Background: an optimization exercise with open tools, aiming at a short achievable clock period and few clock cycles. Do not read the settings as production practice. Function was checked by simulation only, so behaviour that the tests miss may differ from the original. No driver is modelled on the clock port, so clocking that relies on it looks cheaper here than on a real chip. No activity file was given, so power comes from the tool's default toggle rates.

==> flow/design.v (excerpt) <==
module cpu16_core (
    input  wire        clk,
    input  wire        rst,
    output wire [15:0] imem_addr,
    input  wire [15:0] imem_data,
    output wire        retire_valid,
    output wire [3:0]  retire_rd,
    output wire [15:0] retire_data
);
clock: 8.0 ns
lec_check: 0
cap_margin: 20
core_margin: 2
core_utilization: 40
place_density: 0.6
setup_slack_margin: 5
slew_margin: 20
tns_end_percent: 100
standard.sh (not shown) runs the stock make flow with config.mk's settings and CLKGATE_MAP_FILE= SYNTH_SCRIPT=/design/flow/synth_recipe.tcl, a recipe that flattens the netlist after the stock synthesis.
==> flow/flow/run.sh <==
#!/bin/bash
set -euo pipefail
here=$(pwd)
bash standard.sh \
  SETUP_SLACK_MARGIN=6.0 \
  SYNTH_SCRIPT="$here/flow/synth.tcl" \
  ADDER_MAP_FILE= \
  PRE_CTS_TCL="$here/flow/cts_root.tcl" \
  finish > standard_flow.log 2>&1
==> flow/flow/cts_root.tcl <==
rename clock_tree_synthesis my_orig_clock_tree_synthesis
proc clock_tree_synthesis {args} {
  my_orig_clock_tree_synthesis {*}$args
  remove_clock_root_buffer
}

proc crb_out_net {inst} {
  foreach it [$inst getITerms] {
    if {[$it isOutputSignal] && [$it getNet] ne "NULL"} { return [$it getNet] }
  }
  return "NULL"
}
proc crb_in_iterm {inst} {
  foreach it [$inst getITerms] {
    if {[$it isInputSignal] && [$it getNet] ne "NULL"} { return $it }
  }
  return "NULL"
}
proc crb_is_buf {inst} {
  return [string match "sky130_fd_sc_hd__clkbuf_*" [[$inst getMaster] getName]]
}

proc remove_clock_root_buffer {} {
  set block [ord::get_db_block]
  set port_net [$block findNet clk]
  if {$port_net eq "NULL"} { puts "remove_clock_root_buffer: no clock net"; return }
  set sinks [$port_net getITerms]
  if {[llength $sinks] != 1} { puts "remove_clock_root_buffer: clock port has [llength $sinks] sinks, skip"; return }
  set root [[lindex $sinks 0] getInst]
  if {![crb_is_buf $root]} { puts "remove_clock_root_buffer: root is not a buffer, skip"; return }
  set root_net [crb_out_net $root]
  set loads {}
  set dummies {}
  foreach it [$root_net getITerms] {
    if {[$it isOutputSignal]} continue
    set inst [$it getInst]
    if {[crb_out_net $inst] eq "NULL" && [string match "clkload*" [$inst getName]]} { lappend dummies $inst; continue }
    if {![crb_is_buf $inst]} { puts "remove_clock_root_buffer: root drives [$inst getName], skip"; return }
    lappend loads $it
  }
  if {[llength $loads] < 1 || [llength $loads] > 4} { puts "remove_clock_root_buffer: root drives [llength $loads] buffers, skip"; return }
  foreach d $dummies { odb::dbInst_destroy $d }
  foreach it $loads {
    $it disconnect
    $it connect $port_net
  }
  odb::dbInst_destroy $root
  odb::dbNet_destroy $root_net
  puts "remove_clock_root_buffer: clock port now drives [llength $loads] clock buffers directly; removed the root buffer and [llength $dummies] dummy loads"
  swap_clock_tree_buffers $port_net
}

# The buffers the clock port drives become buf_16, which switch faster
# than clkbuf_16 at these loads.
proc swap_clock_tree_buffers {port_net} {
  set db [ord::get_db]
  set master [$db findMaster sky130_fd_sc_hd__buf_16]
  if {$master eq "NULL"} { puts "swap_clock_tree_buffers: no buf_16"; return }
  set n 0
  set todo [list $port_net]
  while {[llength $todo]} {
    set net [lindex $todo 0]
    set todo [lrange $todo 1 end]
    foreach it [$net getITerms] {
      if {[$it isOutputSignal]} continue
      set inst [$it getInst]
      if {![crb_is_buf $inst]} continue
      set out [crb_out_net $inst]
      if {$out eq "NULL"} continue
      # only the first level, the buffers the port drives
      if {$net eq $port_net} {
        $inst swapMaster $master
        incr n
      }
    }
  }
  puts "swap_clock_tree_buffers: $n clock buffers now buf_16"
}
Other scripts of this flow, unchanged in this note and not shown: flow/flow/abc_delay.script, flow/flow/synth.tcl
Testbench counts at the start, summed over its fixed seeds: cycles 48,024.
Then changed:
--- a/flow/flow/cts_root.tcl
+++ b/flow/flow/cts_root.tcl
@@ -48,31 +48,3 @@
   odb::dbNet_destroy $root_net
   puts "remove_clock_root_buffer: clock port now drives [llength $loads] clock buffers directly; removed the root buffer and [llength $dummies] dummy loads"
-  swap_clock_tree_buffers $port_net
 }
-
-# The buffers the clock port drives become buf_16, which switch faster
-# than clkbuf_16 at these loads.
-proc swap_clock_tree_buffers {port_net} {
-  set db [ord::get_db]
-  set master [$db findMaster sky130_fd_sc_hd__buf_16]
-  if {$master eq "NULL"} { puts "swap_clock_tree_buffers: no buf_16"; return }
-  set n 0
-  set todo [list $port_net]
-  while {[llength $todo]} {
-    set net [lindex $todo 0]
-    set todo [lrange $todo 1 end]
-    foreach it [$net getITerms] {
-      if {[$it isOutputSignal]} continue
-      set inst [$it getInst]
-      if {![crb_is_buf $inst]} continue
-      set out [crb_out_net $inst]
-      if {$out eq "NULL"} continue
-      # only the first level, the buffers the port drives
-      if {$net eq $port_net} {
-        $inst swapMaster $master
-        incr n
-      }
-    }
-  }
-  puts "swap_clock_tree_buffers: $n clock buffers now buf_16"
-}
Non-clock buffer count goes up by 8. Worst setup slack loses 0.027 ns. Routed wire length decreases by 0.68%. Hold slack stays flat. Cell count barely changes. Global-route usage drops by 0.15 points. Die area does not change. Utilization is about the same. Synthesized area is unchanged. First-iteration DRC count came out higher by 2.5%. Final area stays flat.

========
cpu16_core, a different RTL version from the one above (not shown whole).
For scale: about 3100 cells after synthesis, roughly 500 flip-flops, roughly 55 I/O pins, roughly 25000 µm² of cells after synthesis.
==> flow/config.mk <==
export PLATFORM = sky130hd
export DESIGN_NAME = cpu16_core
export DESIGN_NICKNAME = cpu16_core
export VERILOG_FILES = /design/flow/design.v
export SDC_FILE = /design/flow/constraint.sdc
export NUM_CORES = 4
export LEC_CHECK = 0
export CAP_MARGIN = 20
export CORE_MARGIN = 2
export CORE_UTILIZATION = 40
export CTS_CLUSTER_DIAMETER = 80
export CTS_CLUSTER_SIZE = 24
export PLACE_DENSITY = 0.6
export SETUP_SLACK_MARGIN = 5
export SLEW_MARGIN = 20
export TNS_END_PERCENT = 100
==> flow/constraint.sdc <==
create_clock -name core_clock -period 8.0 [get_ports {clk}]
set_input_delay 1.6000 -clock core_clock [delete_from_list [all_inputs] [get_ports {clk}]]
set_output_delay 1.6000 -clock core_clock [all_outputs]
set_load 0.01 [all_outputs]
==> flow/flow/cts_root.tcl <==
rename clock_tree_synthesis my_orig_clock_tree_synthesis
proc clock_tree_synthesis {args} {
  my_orig_clock_tree_synthesis {*}$args
  remove_clock_root_buffer
}

proc crb_out_net {inst} {
  foreach it [$inst getITerms] {
    if {[$it isOutputSignal] && [$it getNet] ne "NULL"} { return [$it getNet] }
  }
  return "NULL"
}
proc crb_in_iterm {inst} {
  foreach it [$inst getITerms] {
    if {[$it isInputSignal] && [$it getNet] ne "NULL"} { return $it }
  }
  return "NULL"
}
proc crb_is_buf {inst} {
  return [string match "sky130_fd_sc_hd__clkbuf_*" [[$inst getMaster] getName]]
}

proc remove_clock_root_buffer {} {
  set block [ord::get_db_block]
  set port_net [$block findNet clk]
  if {$port_net eq "NULL"} { puts "remove_clock_root_buffer: no clock net"; return }
  set sinks [$port_net getITerms]
  if {[llength $sinks] != 1} { puts "remove_clock_root_buffer: clock port has [llength $sinks] sinks, skip"; return }
  set root [[lindex $sinks 0] getInst]
  if {![crb_is_buf $root]} { puts "remove_clock_root_buffer: root is not a buffer, skip"; return }
  set root_net [crb_out_net $root]
  set loads {}
  set dummies {}
  foreach it [$root_net getITerms] {
    if {[$it isOutputSignal]} continue
    set inst [$it getInst]
    if {[crb_out_net $inst] eq "NULL" && [string match "clkload*" [$inst getName]]} { lappend dummies $inst; continue }
    if {![crb_is_buf $inst]} { puts "remove_clock_root_buffer: root drives [$inst getName], skip"; return }
    lappend loads $it
  }
  if {[llength $loads] < 1 || [llength $loads] > 4} { puts "remove_clock_root_buffer: root drives [llength $loads] buffers, skip"; return }
  foreach d $dummies { odb::dbInst_destroy $d }
  foreach it $loads {
    $it disconnect
    $it connect $port_net
  }
  odb::dbInst_destroy $root
  odb::dbNet_destroy $root_net
  puts "remove_clock_root_buffer: clock port now drives [llength $loads] clock buffers directly; removed the root buffer and [llength $dummies] dummy loads"
  swap_clock_tree_buffers $port_net
}

# The buffers the clock port drives become buf_16, and the buffers below
# them (the leaves, which drive the registers) become buf_8, or buf_12 for
# a leaf with more than 16 loads: at these loads they switch faster than
# clkbuf_16, and buf_8 loads the level above less.
proc swap_clock_tree_buffers {port_net} {
  set db [ord::get_db]
  set b16 [$db findMaster sky130_fd_sc_hd__buf_16]
  set b12 [$db findMaster sky130_fd_sc_hd__buf_12]
  set b8 [$db findMaster sky130_fd_sc_hd__buf_8]
  if {$b16 eq "NULL" || $b12 eq "NULL" || $b8 eq "NULL"} { puts "swap_clock_tree_buffers: missing buffer"; return }
  set n 0
  set todo [list $port_net]
  while {[llength $todo]} {
    set net [lindex $todo 0]
    set todo [lrange $todo 1 end]
    foreach it [$net getITerms] {
      if {[$it isOutputSignal]} continue
      set inst [$it getInst]
      if {![crb_is_buf $inst]} continue
      set out [crb_out_net $inst]
      if {$out eq "NULL"} continue
      if {$net eq $port_net} {
        lappend todo $out
        $inst swapMaster $b16
      } else {
        set loads [expr {[llength [$out getITerms]] - 1}]
        if {$loads > 16} { $inst swapMaster $b12 } else { $inst swapMaster $b8 }
      }
      incr n
    }
  }
  puts "swap_clock_tree_buffers: $n clock buffers swapped"
}
Scripts as last shown in full above: flow/flow/run.sh
Other scripts of this flow, unchanged in this note and not shown: flow/flow/abc_delay.script, flow/flow/synth.tcl
The starting point finished with timing, DRC and antenna clean.
Testbench counts at the start, summed over its fixed seeds: cycles 48,032.
Rerun with:
CTS_CLUSTER_DIAMETER = unset   (was 80)
CTS_CLUSTER_SIZE = unset   (was 24)
Effect: Non-clock buffer count came out higher by 38. Global-route usage came out higher by 0.31 points. Sequential power is about the same.
Rerun with:
--- a/flow/flow/cts_root.tcl
+++ b/flow/flow/cts_root.tcl
@@ -53,4 +53,2 @@
-# The buffers the clock port drives become buf_16, and the buffers below
-# them (the leaves, which drive the registers) become buf_8, or buf_12 for
-# a leaf with more than 16 loads: at these loads they switch faster than
-# clkbuf_16, and buf_8 loads the level above less.
+# The buffers the clock port drives become buf_16, which switch faster
+# than clkbuf_16 at these loads.
@@ -59,4 +57,2 @@
-  set b16 [$db findMaster sky130_fd_sc_hd__buf_16]
-  set b12 [$db findMaster sky130_fd_sc_hd__buf_12]
-  set b8 [$db findMaster sky130_fd_sc_hd__buf_8]
-  if {$b16 eq "NULL" || $b12 eq "NULL" || $b8 eq "NULL"} { puts "swap_clock_tree_buffers: missing buffer"; return }
+  set master [$db findMaster sky130_fd_sc_hd__buf_16]
+  if {$master eq "NULL"} { puts "swap_clock_tree_buffers: no buf_16"; return }
@@ -73,0 +70 @@
+      # only the first level, the buffers the port drives
@@ -75,5 +72,2 @@
-        lappend todo $out
-        $inst swapMaster $b16
-      } else {
-        set loads [expr {[llength [$out getITerms]] - 1}]
-        if {$loads > 16} { $inst swapMaster $b12 } else { $inst swapMaster $b8 }
+        $inst swapMaster $master
+        incr n
@@ -81 +74,0 @@
-      incr n
@@ -84 +77 @@
-  puts "swap_clock_tree_buffers: $n clock buffers swapped"
+  puts "swap_clock_tree_buffers: $n clock buffers now buf_16"
- area after synthesis stays the same
- fmax went down by 1.2%
- design area increases by 0.73%
- sequential share of layout area is lower by 0.28 points
- core utilization rose by 0.38 points
- wire length barely changes
- total power grows by 4.2%
- first-iteration DRC count increases by 3.3%
- setup slack degrades by 31 ps
- non-clock buffer count grows by 2
- clock-buffer cell count stays the same

-- what the ideal ports hide --
In the flow no input, the clock included, has a driving cell. The finished layouts below were timed again as built, in two steps. Step 1 (the two cells are an assumption about what drives the block):
set clk [get_ports {clk}]
set_driving_cell -lib_cell sky130_fd_sc_hd__clkbuf_16 $clk
set_driving_cell -lib_cell sky130_fd_sc_hd__buf_2 [delete_from_list [all_inputs] $clk]
Step 2 times the ports against the registers' clock, not the clock port: input delays grow and output delays shrink by t, the midpoint of the rising clock arrivals with the driver on. Slacks: no drivers / after step 1 / after step 2; pairs: no drivers / after step 1.
run	t, ns	setup WS [ns]	worst hold slack (ns)	worst slew at a driven data input, ns	pins driven straight from the clock port
the first run of note 1	0.528	5.488 / 5.352 / 5.399	0.348 / 0.348 / 0.348	0.10	4
the second run of note 1	0.540	5.461 / 5.343 / 5.394	0.347 / 0.346 / 0.346	0.10	4
the first run of note 2	0.483	5.548 / 5.405 / 5.480	0.328 / 0.328 / 0.328	0.06	4
the second run of note 2	0.514	5.517 / 5.369 / 5.399	0.322 / 0.322 / 0.322	0.07	4
the third run of note 2	0.548	5.486 / 5.338 / 5.486	0.325 / 0.325 / 0.325	0.07	4
After both steps every run listed still meets setup and hold. The setup slack of the second run of note 2, which loses most, moves by -0.148 ns with the drivers and by -0.118 ns with both steps.
